Background: an optimization exercise with open tools, aiming at small area. Do not read the settings as production practice.
RTL that was checked went through simulation tests only; none was proved equivalent to the original.

==> try-yarrow: inputs <==
==> flow/design.v (excerpt) <==
module math_sqrtf32
(
	input logic 		clk,
	input logic 		rst_n,
	input logic 		sqrt_op_en,
	input logic [31:0] 	sqrt_rb,
	output logic 		sqrt_ra_en,
	output logic [31:0] sqrt_ra,
	output logic 		sqrt_lvf_flag
);
clock: 16.0 ns
lec_check: 0
abc_area: 1
cap_margin: 20
core_margin: 2
core_utilization: 40
cts_buf_list: sky130_fd_sc_hd__clkbuf_4 sky130_fd_sc_hd__clkbuf_8
slew_margin: 20
synth_memory_max_bits: 65536
standard.sh (not shown) runs the stock make flow with config.mk's settings and CLKGATE_MAP_FILE= SYNTH_SCRIPT=/design/flow/synth_recipe.tcl, a recipe that flattens the netlist after the stock synthesis.
==> flow/flow/run.sh <==
#!/bin/bash
# Own flow: the standard synthesis; then flow/gen4.py writes the same logic as a
# gate netlist (full adders and and-or carry chains mapped by hand) that keeps the
# standard synthesis's registers, names and cell types; then the standard layout.
# If the register sets do not match, the standard netlist is laid out instead.
set -uo pipefail
R=orfs/results/${FLOW_PLATFORM:-sky130hd}/math_sqrtf32/base
bash standard.sh synth > run_synth.log 2>&1 || exit 1
cp $R/1_2_yosys.v std_netlist.v
if python3 flow/gen4.py net flow/params.txt std_netlist.v gate_netlist.v > run_gen.log 2>&1; then
  cp gate_netlist.v $R/1_2_yosys.v
  rm -f $R/1_synth.odb $R/1_synth.sdc
  bash standard.sh synth > run_synth2.log 2>&1 || exit 1
fi
BUFFER_PORTS_ARGS="-buffer_cell sky130_fd_sc_hd__buf_1" bash standard.sh > run_layout.log 2>&1
Other scripts of this flow, unchanged in this note and not shown: flow/flow/gen4.py, flow/flow/params.txt
==> inputs of try-willow, as changes to try-yarrow <==
- CTS_BUF_LIST: sky130_fd_sc_hd__clkbuf_4 sky130_fd_sc_hd__clkbuf_8 -> sky130_fd_sc_hd__clkbuf_8
==> summary.txt <==
- Critical path depth is the same in try-willow and try-yarrow.
- In cell area, try-willow and try-yarrow do not differ.
- In global-route usage, try-yarrow and try-willow do not differ.
- Hold slack is the same in try-willow and try-yarrow.
- In flip-flop and latch count, try-willow and try-yarrow do not differ.
- In register-to-register slack, try-willow and try-yarrow hardly differ.
==> figures <==
                                                                  try-willow                try-yarrow
Wire length per cell after detailed routing                          10.7 um                   10.7 um
Total of fill cells in the finished design                              3558                      3558
Non-Filler Cell Area, Final                                      0.0169 mm^2               0.0169 mm^2
Cell area after technology mapping                               0.0148 mm^2               0.0148 mm^2
Final setup violating endpoints                                            0                         0
Highest attainable clock frequency                                0.0682 GHz                0.0682 GHz
Most common cell after layout, fill and taps aside  sky130_fd_sc_hd__xnor2_1  sky130_fd_sc_hd__xnor2_1
Mean number of vias per cell                                            4.58                      4.58
Worst hold path depth                                                      0                         0
Final core utilization                                                 46.3%                     46.3%
Post-route antenna net violation count                                     0                         0
Worst skew pair latency                                               490 ps                    490 ps
Result of the run                                   timing/DRC/antenna clean  timing/DRC/antenna clean
Final worst path period share                                          91.7%                     91.7%
Setup TNS                                                               0 ps                      0 ps
No functional check of the RTL was part of any run of this note.

==> wip/amber <==
math_sqrtf32, a different RTL version from the one above (not shown whole).
==> flow/config.mk <==
export PLATFORM = sky130hd
export DESIGN_NAME = math_sqrtf32
export DESIGN_NICKNAME = math_sqrtf32
export VERILOG_FILES = /design/flow/design.v
export SDC_FILE = /design/flow/constraint.sdc
export NUM_CORES = 4
export LEC_CHECK = 0
export ABC_AREA = 1
export CAP_MARGIN = 20
export CORE_MARGIN = 2
export CORE_UTILIZATION = 40
export CTS_BUF_LIST = sky130_fd_sc_hd__clkbuf_8
export CTS_CLUSTER_DIAMETER = 120
export CTS_CLUSTER_SIZE = 40
export SLEW_MARGIN = 20
export SYNTH_MEMORY_MAX_BITS = 65536
==> flow/constraint.sdc <==
create_clock -name core_clock -period 16.0 [get_ports {clk}]
set_input_delay 3.2000 -clock core_clock [delete_from_list [all_inputs] [get_ports {clk}]]
set_output_delay 3.2000 -clock core_clock [all_outputs]
set_load 0.01 [all_outputs]
Scripts as last shown in full above: flow/flow/run.sh
Other scripts of this flow, unchanged in this note and not shown: flow/flow/gen4.py, flow/flow/params.txt
==> wip/umber: changes against wip/amber <==
Settings changed: CTS_CLUSTER_DIAMETER 120 to not set, CTS_CLUSTER_SIZE 40 to not set, PLACE_DENSITY set to 0.9.
==> wip/onyx: changes against wip/amber <==
Settings changed: CORE_UTILIZATION 40 to 60, CTS_CLUSTER_DIAMETER 120 to not set, CTS_CLUSTER_SIZE 40 to not set.
==> comparison table <==
| item | wip/onyx | wip/umber | wip/amber |
|---|---|---|---|
| Status | finished clean | finished clean | finished clean |
| Final-layout clock buffer total | 19 | 17 | 17 |
| Register share of the cell area | 22.9% | 22.8% | 22.7% |
| Non-clock buffer instance count of the final layout | 145 | 120 | 133 |
| Die Width | 160 um | 195 um | 195 um |
| Die outline area | 25,600 sq um | 38,000 sq um | 38,000 sq um |
| Area taken by multi-input logic gates | 11,100 sq um | 11,100 sq um | 11,100 sq um |
| Smallest setup slack after layout | 0.566 ns | 0.462 ns | 0.596 ns |
| Met2 Track Usage GR | 42.2% | 29.9% | 27.3% |
| Synth-to-Final Area Change | 14.1% | 14.5% | 15.1% |
| Placed cells | 2,237 | 2,347 | 2,365 |
| Count of buffering cells on the critical path with inverters included | 1 | 2 | 0 |
| Met1 capacity usage during global routing | 24.6% | 14.9% | 16.8% |
| Data required time of the critical path | 16.41 ns | 16.41 ns | 16.42 ns |
| Drt via density | 4.93 | 4.77 | 4.56 |

==> job 4010 <==
Starting RTL as in the previous note.
Settings: LEC_CHECK=0, ABC_AREA=1, CAP_MARGIN=20, CORE_MARGIN=2, CORE_UTILIZATION=40, CTS_BUF_LIST=sky130_fd_sc_hd__clkbuf_8, PLACE_DENSITY=0.8, SLEW_MARGIN=20, SYNTH_MEMORY_MAX_BITS=65536; clock period 16.0 ns.
Scripts as last shown in full above: flow/flow/run.sh
Other scripts of this flow, unchanged in this note and not shown: flow/flow/gen4.py, flow/flow/params.txt
==> job 2909: changes against job 4010 <==
CTS_BUF_LIST = sky130_fd_sc_hd__clkbuf_16   (was sky130_fd_sc_hd__clkbuf_8)
CTS_CLUSTER_DIAMETER = 150   (was unset)
CTS_CLUSTER_SIZE = 50   (was unset)
PLACE_DENSITY = unset   (was 0.8)
==> summary.txt <==
| metric | job 2909 | job 4010 |
|---|---|---|
| Run status | finished clean | finished clean |
| Clock latency (worst-skew pair) | 0.44 ns | 0.49 ns |
| Global-route usage over all layers | 14.5% | 14.1% |
| Met1 wire length | 11900 µm | 11200 µm |
| Via count of the first global-routing pass | 10200 | 10900 |
| Max stage delay cell, worst path | sky130_fd_sc_hd__dfxtp_1 | sky130_fd_sc_hd__fa_1 |
| DRT Wirelength | 26500 µm | 27200 µm |
| Logic depth of the worst register-to-register path | 42 | 44 |
| Final worst path period share | 96.4% | 97.2% |
| GP Congestion | 0.846 | 0.827 |
| M1 GR Usage | 16.8% | 14.9% |
| Setup slack after placement | -0.0290 ns | -0.0687 ns |
| Final-layout non-clock buffer area share | 4.80% | 3.75% |
| Worst stage delay on the critical path | 0.51 ns | 0.43 ns |
| Met2 layer usage reported by global route | 27.3% | 28.2% |
| Area of placed instances | 0.0161 mm² | 0.0158 mm² |
| Sum of net half-perimeters after detailed placement | 21500 µm | 21500 µm |
| Signed area change from the synthesized netlist to the final layout | 16.5% | 14.4% |
| Final critical-path setup slack | 0.576 ns | 0.452 ns |
| Total of clock buffers placed in the layout | 17 | 18 |

==> static timing again, ports no longer ideal <==
No port has a modelled driver above. Below, the same layouts with a new extraction and two added sets of constraints. Step 1: set_driving_cell puts a clkbuf_16 on clk and a buf_2 on each other input, an assumption about the parent block. Step 2 moves the port delays by t, midway between the first and last clock arrival at a register: inputs arrive t later, outputs are due t later. That takes back most of the time a late clock gives input paths. a / b / c = no drivers / after step 1 / after step 2; a / b = the first two.
run	shift t [ns]	setup slack, ns	worst hold slack (ns)	latest minus earliest clock arrival (ns)
try-yarrow	0.526	1.327 / 1.334 / 0.808	0.331 / 0.331 / 0.331	0.022 / 0.022
try-willow	0.526	1.327 / 1.334 / 0.808	0.331 / 0.331 / 0.331	0.022 / 0.022
wip/amber	0.531	0.596 / 0.596 / 0.596	0.330 / 0.330 / 0.330	0.020 / 0.020
wip/umber	0.518	0.462 / 0.462 / 0.462	0.332 / 0.332 / 0.332	0.015 / 0.015
wip/onyx	0.506	0.566 / 0.566 / 0.564	0.334 / 0.334 / 0.334	0.021 / 0.022
job 4010	0.520	0.452 / 0.452 / 0.452	0.334 / 0.334 / 0.334	0.029 / 0.029
job 2909	0.489	0.576 / 0.576 / 0.576	0.327 / 0.327 / 0.327	0.012 / 0.012
After both steps every run listed still meets setup and hold.
